Background: an optimization exercise with open tools, aiming at small area. Do not read the settings as production practice. The RTL was checked by simulation tests, not by an equivalence proof against the original design. Power figures rest on the tool's default switching activity, not on a simulated workload.

`design/flow/config.mk`:
```
export PLATFORM = sky130hd
export DESIGN_NAME = main
export DESIGN_NICKNAME = main
export VERILOG_FILES = /design/flow/design.v
export SDC_FILE = /design/flow/constraint.sdc
export NUM_CORES = 4
export LEC_CHECK = 0
export CAP_MARGIN = 20
export CORE_MARGIN = 2
export CORE_UTILIZATION = 40
export SLEW_MARGIN = 20
```
`design/flow/constraint.sdc`:
```
create_clock -name core_clock -period 10.0 [get_ports {clk_in}]
set_input_delay 2.0000 -clock core_clock [delete_from_list [all_inputs] [get_ports {clk_in}]]
set_output_delay 2.0000 -clock core_clock [all_outputs]
set_load 0.01 [all_outputs]
```
`design/flow/design.v`:
```
module FSM (
    input car_in,  
    input car_out_deb,
    input [1:0] car_out,  
    input clk,
    input en,
    input rst,
    output reg [2:0] space_count,  
    output reg [1:0] near_slot,  
    output reg door_open,
    output reg door_open_exit,
    output reg full_garage,
    output reg [3:0] state
);
    parameter 
        empty = 4'b0000,
        s1 = 4'b0001, s2 = 4'b0010, s3 = 4'b0011, s4 = 4'b0100,
        s5 = 4'b0101, s6 = 4'b0110, s7 = 4'b0111, s8 = 4'b1000,
        s9 = 4'b1001, s10 = 4'b1010, s11 = 4'b1011, s12 = 4'b1100,
        s13 = 4'b1101, s14 = 4'b1110,
        full = 4'b1111;
    always @(posedge clk or posedge rst) 
    begin
        if(rst)
        begin
            state <= empty;
            full_garage <= 1'b0;
            space_count <= 3'b100;
            door_open <= 1'b0;
            door_open_exit <= 1'b0;
            near_slot <= 2'b00;
        end
        else if (en) begin
        case (state)
            empty: 
            begin
                door_open <= 1'b0;
                door_open_exit <= 1'b0;
                if (car_in) 
                begin
                    space_count <= 3'b011;
                    near_slot <= 2'b01;
                    door_open <= 1'b1;
                    state <= s1;
                end
            end
            s1: 
            begin
                door_open <= 1'b0;
                if (car_in) 
                begin
                    space_count <= 3'b010;
                    near_slot <= 2'b10;
                    door_open <= 1'b1;
                    state <= s3;
                end else if (car_out_deb) 
                begin
                    if (car_out == 2'b00) 
                    begin
                        state <= empty;
                        space_count <= 3'b100;
                        near_slot <= 2'b00;
                        door_open_exit <= 1'b1;
                    end
                end
            end
            s2: 
            begin
                door_open <= 1'b0;
                door_open_exit <= 1'b0;
                if (car_in) 
                begin
                    state <= s3;
                    space_count <= 3'b010;
                    near_slot <= 2'b10;
                    door_open <= 1'b1;
                end else if (car_out_deb) 
                begin
                    if (car_out == 2'b01) 
                    begin
                        state <= empty;
                        space_count <= 3'b100;
                        near_slot <= 2'b00;
                        door_open_exit <= 1'b1;
                    end
                end
            end
            s3: 
            begin
                door_open <= 1'b0;
                if (car_in) 
                begin
                    state <= s7;
                    space_count <= 3'b001;
                    near_slot <= 2'b11;
                    door_open <= 1'b1;
                end else if (car_out_deb) 
                begin
                    if (car_out == 2'b00) 
                    begin
                        state <= s2;
                        space_count <= 3'b011;
                        near_slot <= 2'b00;
                        door_open_exit <= 1'b1;
                    end else if (car_out == 2'b01) 
                    begin
                        state <= s1;
                        space_count <= 3'b011;
                        near_slot <= 2'b01;
                        door_open_exit <= 1'b1;
                    end
                end
            end
            s4: 
            begin
                door_open <= 1'b0;
                door_open_exit <= 1'b0;
                if (car_in) 
                begin
                    state <= s6;
                    space_count <= 3'b010;
                    near_slot <= 2'b00;
                    door_open <= 1'b1;
                end else if (car_out_deb) 
                begin
                    if (car_out == 2'b10) 
                    begin
                        state <= empty;
                        space_count <= 3'b100;
                        near_slot <= 2'b00;
                        door_open_exit <= 1'b1;
                    end
                end
            end
            s5: 
            begin
                door_open <= 1'b0;
                door_open_exit <= 1'b0;
                if (car_in) 
                begin
                    state <= s7;
                    space_count <= 3'b001;
                    near_slot <= 2'b11;
                    door_open <= 1'b1;
                end else if (car_out_deb) 
                begin
                    if (car_out == 2'b00) 
                    begin
                        state <= s4;
                        space_count <= 3'b011;
                        near_slot <= 2'b00;
                        door_open_exit <= 1'b1;
                    end else if (car_out == 2'b10) 
                    begin
                        state <= s1;
                        space_count <= 3'b011;
                        near_slot <= 2'b01;
                        door_open_exit <= 1'b1;
                    end
                end
            end
            s6: 
            begin
                door_open <= 1'b0;
                door_open_exit <= 1'b0;
                if (car_in) 
                begin
                    state <= s7;
                    space_count <= 3'b001;
                    near_slot <= 2'b11;
                    door_open <= 1'b1;
                end else if (car_out_deb) 
                begin
                    if (car_out == 2'b01) 
                    begin
                        state <= s4;
                        space_count <= 3'b011;
                        near_slot <= 2'b00;
                        door_open_exit <= 1'b1;
                    end else if (car_out == 2'b10) 
                    begin
                        state <= s2;
                        space_count <= 3'b011;
                        near_slot <= 2'b00;
                        door_open_exit <= 1'b1;
                    end
                end
            end
            s7: 
            begin
                door_open <= 1'b0;
                door_open_exit <= 1'b0;
                if (car_in) 
                begin
                    state <= full;
                    space_count <= 3'b000;
                    full_garage <= 1'b1;
                    door_open <= 1'b1;   
                end else if (car_out_deb) 
                begin
                    if (car_out == 2'b10) 
                    begin
                        state <= s3;
                        space_count <= 3'b010;
                        near_slot <= 2'b10;
                        door_open_exit <= 1'b1;
                    end else if (car_out == 2'b01) 
                    begin
                        state <= s5;
                        space_count <= 3'b010;
                        near_slot <= 2'b01;
                        door_open_exit <= 1'b1;
                    end else if (car_out == 2'b00) 
                    begin
                        state <= s6;
                        space_count <= 3'b010;
                        near_slot <= 2'b00;
                        door_open_exit <= 1'b1;
                    end
                end
            end
            s8: 
            begin
                door_open <= 1'b0;
                door_open_exit <= 1'b0;
                if (car_in) 
                begin
                    state <= s9;
                    space_count <= 3'b010;
                    near_slot <= 2'b01;
                    door_open <= 1'b1;
                end else if (car_out_deb) 
                begin
                    if (car_out == 2'b11) 
                    begin
                        state <= empty;
                        space_count <= 3'b100;
                        near_slot <= 2'b00;
                        door_open_exit <= 1'b1;
                    end
                end
            end
            s9: 
            begin
                door_open <= 1'b0;
                door_open_exit <= 1'b0;
                if (car_in) 
                begin
                    state <= s11;
                    space_count <= 3'b001;
                    near_slot <= 2'b10;
                    door_open <= 1'b1;
                end else if (car_out_deb) 
                begin
                    if (car_out == 2'b00) 
                    begin
                        state <= s8;
                        space_count <= 3'b011;
                        near_slot <= 2'b00;
                        door_open_exit <= 1'b1;
                    end else if (car_out == 2'b11) 
                    begin
                        state <= s1;
                        space_count <= 3'b011;
                        near_slot <= 2'b01;
                        door_open_exit <= 1'b1;
                    end
                end
            end
            s10: 
            begin
                door_open <= 1'b0;
                door_open_exit <= 1'b0;
                if (car_in) 
                begin
                    state <= s11;
                    space_count <= 3'b001;
                    near_slot <= 2'b10;
                    door_open <= 1'b1;
                end else if (car_out_deb) 
                begin
                    if (car_out == 2'b01) 
                    begin
                        state <= s8;
                        space_count <= 3'b011;
                        near_slot <= 2'b00;
                        door_open_exit <= 1'b1;
                    end else if (car_out == 2'b11) 
                    begin
                        state <= s2;
                        space_count <= 3'b011;
                        near_slot <= 2'b00;
                        door_open_exit <= 1'b1;
                    end
                end
            end
            s11: 
            begin
                door_open <= 1'b0;
                door_open_exit <= 1'b0;
                if (car_in) 
                begin
                    state <= full;
                    full_garage <= 1'b1;
                    door_open <= 1'b1;
                end else if (car_out_deb) 
                begin
                    if (car_out == 2'b00) 
                    begin
                        state <= s10;
                        space_count <= 3'b010;
                        near_slot <= 2'b00;
                        door_open_exit <= 1'b1;
                    end else if (car_out == 2'b01) 
                    begin
                        state <= s9;
                        space_count <= 3'b010;
                        near_slot <= 2'b01;
                        door_open_exit <= 1'b1;
                    end else if (car_out == 2'b11) 
                    begin   
                        state <= s3;
                        space_count <= 3'b010;
                        near_slot <= 2'b10;
                        door_open_exit <= 1'b1;
                    end
                end
            end
            s12: 
            begin
                door_open <= 1'b0;
                door_open_exit <= 1'b0;
                if (car_in) 
                begin
                    state <= s13;
                    space_count <= 3'b001;
                    near_slot <= 2'b01;
                    door_open <= 1'b1;
                end else if (car_out_deb) 
                begin
                    if (car_out == 2'b10) 
                    begin
                        state <= s8;
                        space_count <= 3'b011;
                        near_slot <= 2'b00;
                        door_open_exit <= 1'b1;
                    end else if (car_out == 2'b11) 
                    begin
                        state <= s4;
                        space_count <= 3'b011;
                        near_slot <= 2'b00;
                        door_open_exit <= 1'b1;
                    end
                end
            end
            s13: 
            begin
                door_open <= 1'b0;
                door_open_exit <= 1'b0;
                if (car_in) 
                begin
                    state <= full;
                    space_count <= 3'b000;
                    full_garage <= 1'b1;    
                    door_open <= 1'b1;
                end else if (car_out_deb) 
                begin
                    if (car_out == 2'b00) 
                    begin
                        state <= s12;
                        space_count <= 3'b010;
                        near_slot <= 2'b00;
                        door_open_exit <= 1'b1;
                    end else if (car_out == 2'b10) 
                    begin
                        state <= s9;
                        space_count <= 3'b010;
                        near_slot <= 2'b01;
                        door_open_exit <= 1'b1;
                    end else if (car_out == 2'b11) 
                    begin
                        state <= s5;
                        space_count <= 3'b010;  
                        near_slot <= 2'b01;
                        door_open_exit <= 1'b1;
                    end
                end
            end
            s14: 
            begin
                door_open <= 1'b0;
                door_open_exit <= 1'b0;
                if (car_in) 
                begin
                    state <= full;
                    space_count <= 3'b000;
                    full_garage <= 1'b1;
                    door_open <= 1'b1;
                end else if (car_out_deb) 
                begin
                    if (car_out == 2'b10) 
                    begin
                        state <= s10;
                        space_count <= 3'b010;
                        near_slot <= 2'b00;
                        door_open_exit <= 1'b1;
                    end else if (car_out == 2'b01) 
                    begin
                        state <= s12;
                        space_count <= 3'b010;
                        near_slot <= 2'b01;
                        door_open_exit <= 1'b1;
                    end else if (car_out == 2'b11) 
                    begin
                        state <= s6;
                        space_count <= 3'b010;
                        near_slot <= 2'b00;
                        door_open_exit <= 1'b1;
                    end
                end
            end
            full: 
            begin
                door_open <= 1'b0;
                door_open_exit <= 1'b0;
                if (car_in)
                begin
                    full_garage <= 1'b1;
                end else 
                begin
                    full_garage <= 1'b0;
                end
                if (car_out_deb) 
                begin
                    if (car_out == 2'b00) 
                    begin
                        state <= s14;
                        space_count <= 3'b001;
                        near_slot <= 2'b00;
                        door_open_exit <= 1'b1;
                        full_garage <= 1'b0;
                    end else if (car_out == 2'b01) 
                    begin
                        state <= s13;
                        space_count <= 3'b001;
                        near_slot <= 2'b01;
                        door_open_exit <= 1'b1;
                        full_garage <= 1'b0;
                    end else if (car_out == 2'b10) 
                    begin
                        state <= s11;
                        space_count <= 3'b001;
                        near_slot <= 2'b10;
                        door_open_exit <= 1'b1;
                        full_garage <= 1'b0;
                    end else if (car_out == 2'b11) 
                    begin
                        state <= s7;
                        space_count <= 3'b001;
                        near_slot <= 2'b11;
                        door_open_exit <= 1'b1;
                        full_garage <= 1'b0;
                    end
                end
            end
        endcase
        end
    end
endmodule
module debouncer (
    input clk,
    input en,
    input reset,
    input sig,
    output reg sig_debounced
);
    reg q0 , q1, q2;
    always @(posedge clk or posedge reset) 
    begin
        if (reset)
        begin
            q2 <= 0;
            q1 <= 0;
            q0 <= 0;
            sig_debounced <= 0;
        end
        else if (en)
        begin
            q2 <= q1;
            q1 <= q0;
            q0 <= sig;
            sig_debounced <= q0 && q1 && ~q2;
        end
    end
endmodule
module divider (
    input wire clk,
    input wire reset,
    output reg clk_1kHz,
    output reg clk_250Hz,
    output wire tick_1kHz,    
    output wire tick_250Hz    
);
parameter clkFerq = 40000;  
parameter targetFreq_1kHz = 1000;  
parameter cycle_1kHz = clkFerq / targetFreq_1kHz;
parameter toggles_1kHz = cycle_1kHz / 2;
parameter targetFreq_250Hz = 250;  
parameter cycle_250Hz = clkFerq / targetFreq_250Hz;
parameter toggles_250Hz = cycle_250Hz / 2;
reg [25:0] cnt_1kHz;
reg [25:0] cnt_250Hz;
assign tick_1kHz  = !(cnt_1kHz < cycle_1kHz - 1) && !clk_1kHz;
assign tick_250Hz = !(cnt_250Hz < cycle_250Hz - 1) && !clk_250Hz;
always @(posedge clk or posedge reset) begin
    if (reset) begin
        cnt_1kHz <= 0;
        clk_1kHz <= 0;
        cnt_250Hz <= 0;
        clk_250Hz <= 0;
    end else begin
        if (cnt_1kHz < cycle_1kHz - 1) begin
            cnt_1kHz <= cnt_1kHz + 1;
        end else begin
            cnt_1kHz <= 0;
            clk_1kHz <= ~clk_1kHz;
        end
        if (cnt_250Hz < cycle_250Hz - 1) begin
            cnt_250Hz <= cnt_250Hz + 1;
        end else begin
            cnt_250Hz <= 0;
            clk_250Hz <= ~clk_250Hz;
        end
    end
end
endmodule
module doorFreq(
    input clk,
    input en,
    input rst,  
    input car_in,
    input car_out,
    output reg door_open
);
    parameter CLK_FREQ = 1000;
    parameter TOGGLE_FREQ = 4; 
    parameter TOGGLE_COUNT = CLK_FREQ / (2 * TOGGLE_FREQ);
    parameter TOTAL_TOGGLES = 40;
    reg [25:0] cnt;
    reg [6:0] toggle_counter;
    reg toggling;
    always @(posedge clk or posedge rst) begin
        if (rst) begin
            cnt <= 0;
            toggle_counter <= 0;
            door_open <= 0;
            toggling <= 0;
        end else if (en) begin
            if ((car_in || car_out) && !toggling) begin
                toggling <= 1;
                cnt <= 0;
                toggle_counter <= 0;
                door_open <= 1;
            end
            if (toggling) begin
                if (cnt < TOGGLE_COUNT - 1) begin
                    cnt <= cnt + 1;
                end else begin
                    cnt <= 0;
                    if (toggle_counter < TOTAL_TOGGLES - 1) begin
                        door_open <= ~door_open;
                        toggle_counter <= toggle_counter + 1;
                    end else begin
                        door_open <= 0;
                        toggling <= 0;
								toggle_counter <= 0;
                    end
                end
            end
        end
    end
endmodule
module fullFreq(
    input clk,   
    input en,
    input rst,  
    input full_signal,
    output reg out_signal
);
    parameter TOGGLE_COUNT = 250;
    parameter TOTAL_TOGGLES = 5;
    reg [25:0] cnt;
    reg [2:0] toggle_counter;
    reg toggling;
    always @(posedge clk or posedge rst) begin
        if (rst) begin
            cnt <= 0;
            toggle_counter <= 0;
            out_signal <= 0;
            toggling <= 0;
        end else if (en) begin
            if (full_signal && !toggling) begin
                toggling <= 1;
                cnt <= 0;
                toggle_counter <= 0;
                out_signal <= 1;
            end
            if (toggling) begin
                if (cnt < TOGGLE_COUNT - 1) begin
                    cnt <= cnt + 1;
                end else begin
                    cnt <= 0;
                    if (toggle_counter < TOTAL_TOGGLES - 1) begin
                        out_signal <= ~out_signal;
                        toggle_counter <= toggle_counter + 1;
                    end else begin
                        out_signal <= 0;
                        toggling <= 0;
                    end
                end
            end
        end
    end
endmodule
module sevenSeg(
    input [2:0] data,
    output reg [7:0] seg
);
always @(data)
begin
    case(data)
    3'b000 : seg <= 8'b00111111;
    3'b001 : seg <= 8'b00000110;
    3'b010 : seg <= 8'b01011011;
    3'b011 : seg <= 8'b01001111;
    3'b100 : seg <= 8'b01100110; 
    3'b101 : seg <= 8'b01101101;
    3'b110 : seg <= 8'b01111101;
    3'b111 : seg <= 8'b00000111;
    endcase
end
endmodule
module segmentDivider(
    input clk,
    input en,
    input rst,
    input [2:0] space_count,
    input [1:0] near_slot,
    output reg [7:0] seg_data,
    output reg [4:0] seg_select
);
wire [7:0] seg1;
wire [7:0] seg2;
sevenSeg f1(.data(space_count[2:0]), .seg(seg1));  
sevenSeg f2(.data({1'b0, near_slot[1:0]}), .seg(seg2));  
always @(posedge clk or posedge rst) begin
    if (rst) begin
        seg_select <= 5'b00001;
        seg_data <= 8'b00000000;
    end
    else if (en)
    begin
        if (space_count == 0) begin
            if (seg_select == 5'b00001) begin
                seg_select <= 5'b00100;
                seg_data <= seg1;
            end else if (seg_select == 5'b00100) begin
                seg_select <= 5'b00001;
                seg_data <= 8'b01000000;
            end
        end
        else begin
            if (seg_select == 5'b00001) begin
                seg_select <= 5'b00100;
                seg_data <= seg1;
            end else if (seg_select == 5'b00100) begin
                seg_select <= 5'b00001;
                seg_data <= seg2;
            end
        end
    end
end
endmodule
module main(
    input car_in,  
    input [2:0] car_out,  
    input clk_in,
    input rst,
    output wire door_open,
    output wire full_signal,
    output wire [3:0] state,
    output wire [4:0] seg_select,
    output wire [7:0] seg_data,
	 output tmp
);
    wire full_garage;
    wire car_in_deb;
    wire car_out_deb;
    wire door_open_first;
    wire door_open_exit;
    wire clk_1kHz;
    wire clk_250hz;
    wire tick_1kHz;
    wire tick_250hz;
    wire [2:0] space_count;  
    wire [1:0] near_slot;  
	 assign tmp = rst;
    divider f1(
        .clk(clk_in),
        .reset(rst),
        .clk_1kHz(clk_1kHz),   
        .clk_250Hz(clk_250hz),   
        .tick_1kHz(tick_1kHz),
        .tick_250Hz(tick_250hz)
    );
    debouncer f2(
        .clk(clk_in),
        .en(tick_1kHz),
        .reset(rst),
        .sig(~car_in),
        .sig_debounced(car_in_deb)
    );
    debouncer f3(
        .clk(clk_in),
        .en(tick_1kHz),
        .reset(rst),
        .sig(~car_out[2]),
        .sig_debounced(car_out_deb)
    );
    doorFreq f4(
        .clk(clk_in),
        .en(tick_1kHz),
        .rst(rst),
        .car_in(door_open_first),
        .car_out(door_open_exit),
        .door_open(door_open)
    );
    segmentDivider f5(
        .clk(clk_in),
        .en(tick_250hz),
        .rst(rst),
        .space_count(space_count),
        .near_slot(near_slot),
        .seg_data(seg_data),
        .seg_select(seg_select)
    );
    fullFreq f6(
        .clk(clk_in),
        .en(tick_1kHz),
        .rst(rst),
        .full_signal(full_garage),
        .out_signal(full_signal)
    );
    FSM f7(
        .car_in(car_in_deb),
        .car_out_deb(car_out_deb),
        .car_out(car_out[1:0]),
        .clk(clk_in),
        .en(tick_1kHz),
        .rst(rst),
        .space_count(space_count),
        .near_slot(near_slot),
        .door_open(door_open_first),
        .door_open_exit(door_open_exit),
        .full_garage(full_garage),
        .state(state)
    );
endmodule
```
`design/flow/run.sh`:
```
#!/bin/bash
# synth_recipe.tcl (not shown) runs the flow's synth.tcl, then flattens the netlist and writes it again
# the make line also repeats each setting of config.mk as NAME=value (left out here)
make -C /OpenROAD-flow-scripts/flow DESIGN_CONFIG=/design/flow/config.mk WORK_HOME=/design/flow/orfs CLKGATE_MAP_FILE= SYNTH_SCRIPT=/design/flow/synth_recipe.tcl finish
```
==> summary.txt <==
[cells in the mapped netlist (14+ instances only)]
| cell | n | area [um2] |
|---|---|---|
| nor4_1 | 15 | 93.84 |
| nand2b_1 | 14 | 87.58 |
| ha_1 | 19 | 237.7 |
| a31oi_1 | 27 | 168.9 |
| dfrtp_1 | 147 | 3679 |
| inv_1 | 23 | 86.33 |
| clkbuf_1 | 17 | 63.81 |
| and3_1 | 22 | 137.6 |
| o21ai_0 | 52 | 260.3 |
| nand3_1 | 27 | 135.1 |
| buf_2 | 19 | 95.09 |
| nor3_1 | 16 | 80.08 |
| nor2b_1 | 18 | 112.6 |
| a21oi_1 | 37 | 185.2 |
| nand2_1 | 78 | 292.8 |
| nor2_1 | 94 | 352.8 |
[layer usage]
| metal | up-vias | wire length (um) | global-route usage, % |
|---|---|---|---|
| met3 | 31 | 890 | 3.270 |
| met5 | - | 0 | 0 |
| met2 | 195 | 8072 | 25.85 |
| met4 | 0 | 335 | 6.716 |
| li1 | 3130 | - | - |
| met1 | 3104 | 8476 | 23.89 |
[state kept, by name (all words and copies together) (netlist names), 2 cells and up]
signal	cells
f6.cnt	26
f7.space_count	3
f7.state	4
f4.toggle_counter	7
f5.seg_data	7
f4.cnt	26
f1.cnt_250Hz	26
f6.toggle_counter	3
f7.near_slot	2
f5.seg_select	2
f1.cnt_1kHz	26
[cell usage in the layout (no fill, tap or decap), types with 7 or more instances in the layout]
cell type,count
dfrtp_1,147
buf_4,8
nand3_1,27
ha_1,19
clkbuf_16,17
o21ai_0,51
o31ai_1,12
nand4_1,7
a21oi_1,36
clkdlybuf4s50_1,21
or4_1,9
o211ai_1,7
a31oi_1,27
nor3_1,16
xnor2_1,8
conb_1,42
nor2_1,93
o22ai_1,12
nand2_1,78
and3_1,22
nor4_1,15
nor2b_1,18
xor2_1,9
inv_1,22
nand2b_1,14
[area by class of cell]
| class | instances | area (um2) |
|---|---|---|
| repair buffers | 29 | 270.3 |
| inverters | 23 | 91.34 |
| flip-flops and latches | 149 | 3731 |
| fillers | 1902 | 10490 |
| well taps | 265 | 331.6 |
| clock inverters | 13 | 157.7 |
| multi-input cells | 664 | 4021 |
| clock buffers | 19 | 432.9 |
[cell families (layout without fill, tap and decap cells)]
logic type | count (synthesis) | count (layout) | synth area share (%)
XOR/XNOR | 17 | 17 | 1.867
AO/OA/AOI/OAI | 231 | 231 | 20.02
AND/OR/NAND/NOR | 345 | 345 | 22.10
other | 1 | 42 | 0.04701
adder cells (fa/ha/maj) | 19 | 19 | 2.980
multiplexers | 10 | 10 | 1.349
flip-flops | 149 | 149 | 46.78
buffers and inverters | 80 | 84 | 4.863
[power breakdown]
group	total [W]	internal (W)	switching (W)
clock	0.000633	0.000391	0.000242
sequential	0.000686	0.000641	0.0000444
combinational	0.000364	0.000135	0.000229
total	0.00168	0.00117	0.000515
[worst min path at each step]
stage / from / end / slack (ns) / cells after the start
after floorplan: f1.cnt_1kHz[0]$_DFF_PP0_ / f1.cnt_1kHz[0]$_DFF_PP0_ / 0.43 / 1
after global placement: f3.q2$_DFFE_PP0P_ / f3.sig_debounced$_DFFE_PP0P_ / 0.44 / 1
after detailed placement: f3.q2$_DFFE_PP0P_ / f3.sig_debounced$_DFFE_PP0P_ / 0.44 / 1
after CTS: f3.q2$_DFFE_PP0P_ / f3.sig_debounced$_DFFE_PP0P_ / 0.45 / 1
after global routing: f3.q2$_DFFE_PP0P_ / f3.sig_debounced$_DFFE_PP0P_ / 0.48 / 1
final: f3.q2$_DFFE_PP0P_ / f3.sig_debounced$_DFFE_PP0P_ / 0.45 / 1
[stage by stage]
step / setup slack (ns) / total power, W / hold WS, ns / cells
2_1_floorplan: 3.995 / 0.0009688 / 0.4251 / 893
3_3_place_gp: 4.880 / 0.001057 / 0.4390 / 1130
3_5_place_dp: 4.858 / 0.001053 / 0.4394 / 1130
4_1_cts: 4.870 / 0.001697 / 0.4513 / 1162
5_1_grt: 4.862 / 0.001771 / 0.4756 / 1162
6_report: 4.877 / 0.001683 / 0.4507 / 1162
==> reports/qor.csv <==
stage;metric;value;unit
clock_tree;# Post-CTS Setup Buffers;0;
routing;Via density;5.559;
routing;Via Count;6460;
clock_tree;depth of the CTS H-tree;4;
placement;area post-placement;0.008443;mm2
timing;Worst Max-Slew Pin Slew;1.064;ns
die;Core Region;0.01953;mm2
die;chip width;145.2;um
setup_path;FF-to-FF End;f7.state[3]$_DFFE_PP0P_;
setup_path;worst setup path start;rst;
clock_tree;clock latency on the worst-skew pair;0.42;ns
setup_path;CP Launch Type;input pin;
timing;RSZ-0062 raised after global routing;no;
setup_path;FF-to-FF path depth;7;
setup_path;CP most frequent cell;clkdlybuf4s50_1;
routing;Initial DRT Pass Iterations;5;
power;worst vdd ir;118.3;uV
clock_tree;# resized after CTS;0;
synth;top_reg_cell synth;dfrtp_1;
timing;setup tns final;0;ns
setup_path;CP required;8.00;ns
finish;share of cells above drive strength 1;7.246;%
timing;endpoints failing setup;0;
timing;Slew headroom;28.09;%
worst_hold_path;Hold/Removal Path Class;register to register;
clock_tree;Clock Sinks;149;
placement;Placer Congestion;0.9161;
status;status;finished clean;
timing;Final Max Slew Viols;0;
setup_path;r2r startpoint;f7.state[0]$_DFFE_PP0P_;
setup_path;CP Max Fanout;2;
synth;Synth cell types;83;
run;Max Cap Viol;0;
setup_path;setup slack, reg-to-reg;7.12;ns
die;die area;0.02109;mm2
routing;Avg WL per Cell;15.30;um
synth;asr flop ratio synth;100.0;%
routing;DRT iter0 DRCs;612;
global_routing;largest net degree at the start of global routing;85;
timing;Fin. Hold Viols;0;
clock_tree;CTS tree;built;
power;Static Leak;3.893;nW
clock_tree;Num CTS Buffers;17;
routing;final antenna-violating net count;0;
placement;PortBufs;21;
timing;Worst Skew;0.01422;ns
placement;dpl hpwl;11610;um
global_routing;vias in the first global route;6074;
setup_path;Crit Path Category;input pin to output port;
clock_tree;clock-pin slew on the worst setup and hold paths;0.06;ns
die;Die H;145.2;um
setup_path;delay-heaviest family, CP;buffers and inverters;
timing;maximum operating frequency;195.2;MHz
setup_path;WP depth;2;
routing;number of remaining DRC errors;0;
synth;syn avg cell area;9.362;um2
clock_tree;# hold bufs at CTS;0;
die;Ports;26;
setup_path;CP endpoint;tmp;
global_routing;global-route usage over all layers;16.97;%
setup_path;worst path bufs/invs;2;
die;Starting Density;40.85;%
setup_path;CP max-delay cell;clkdlybuf4s50_1;
synth;YS warnings;7;
routing;WL final;17780;um
finish;Final #Nets;909;
finish;Area Overhead vs Synth;13.29;%
timing;Final Cycle Share;51.23;%
global_routing;antenna violations before repair;0;
finish;# diodes;0;
synth;Gate Count Post-Synth;852;
synth;Yosys reg bits;149;
setup_path;CP max stage delay;0.57;ns
clock_tree;root buffer cell;clkbuf_16;
setup_path;Critical Path Sink Type;output port;
power;Pwr Density;186.3;mW/mm2
setup_path;critical path arrival;3.12;ns
finish;fin util;46.28;%
clock_tree;Max clock buf depth;2;
setup_path;Critical Path, Cell by Cell;clkdlybuf4s50_1, clkdlybuf4s50_1;
synth;sequential element share of the synthesized area;46.78;%
timing;post-layout min period;5.123;ns
global_routing;first-pass GRT wire length;29880;um
synth;post-synthesis cell area;0.007976;mm2
synth;Post-synth EDFFs;0;
finish;Design Area, Final;0.009036;mm2
die;row count;51;
global_routing;total gr overflow;0;

[port drivers added, routing unchanged]
The flow's constraints put no driver on any port. The routed layout listed below was extracted and timed again, unchanged, in two steps. Step 1: set_driving_cell puts a clkbuf_16 on clk_in and a buf_2 on each other input, an assumption about the parent block. Step 2, shift: input delay + t, output delay - t, t = (earliest + latest rising clock arrival at the registers) / 2. This alone moves slack from input paths to output paths. Slacks: ideal / step 1 / step 2; pairs: ideal / step 1.
t, ns: 0.448
slack for setup (ns): 4.877 / 4.854 / 4.742
clock arrival spread, ns: 0.014 / 0.015
worst slew at a driven data input, ns: 0.06
cell pins on the clock port's net: 1
After both steps setup and hold are still met in this run. For this run, drivers alone change the setup slack by -0.023 ns; drivers and shift together by -0.135 ns.
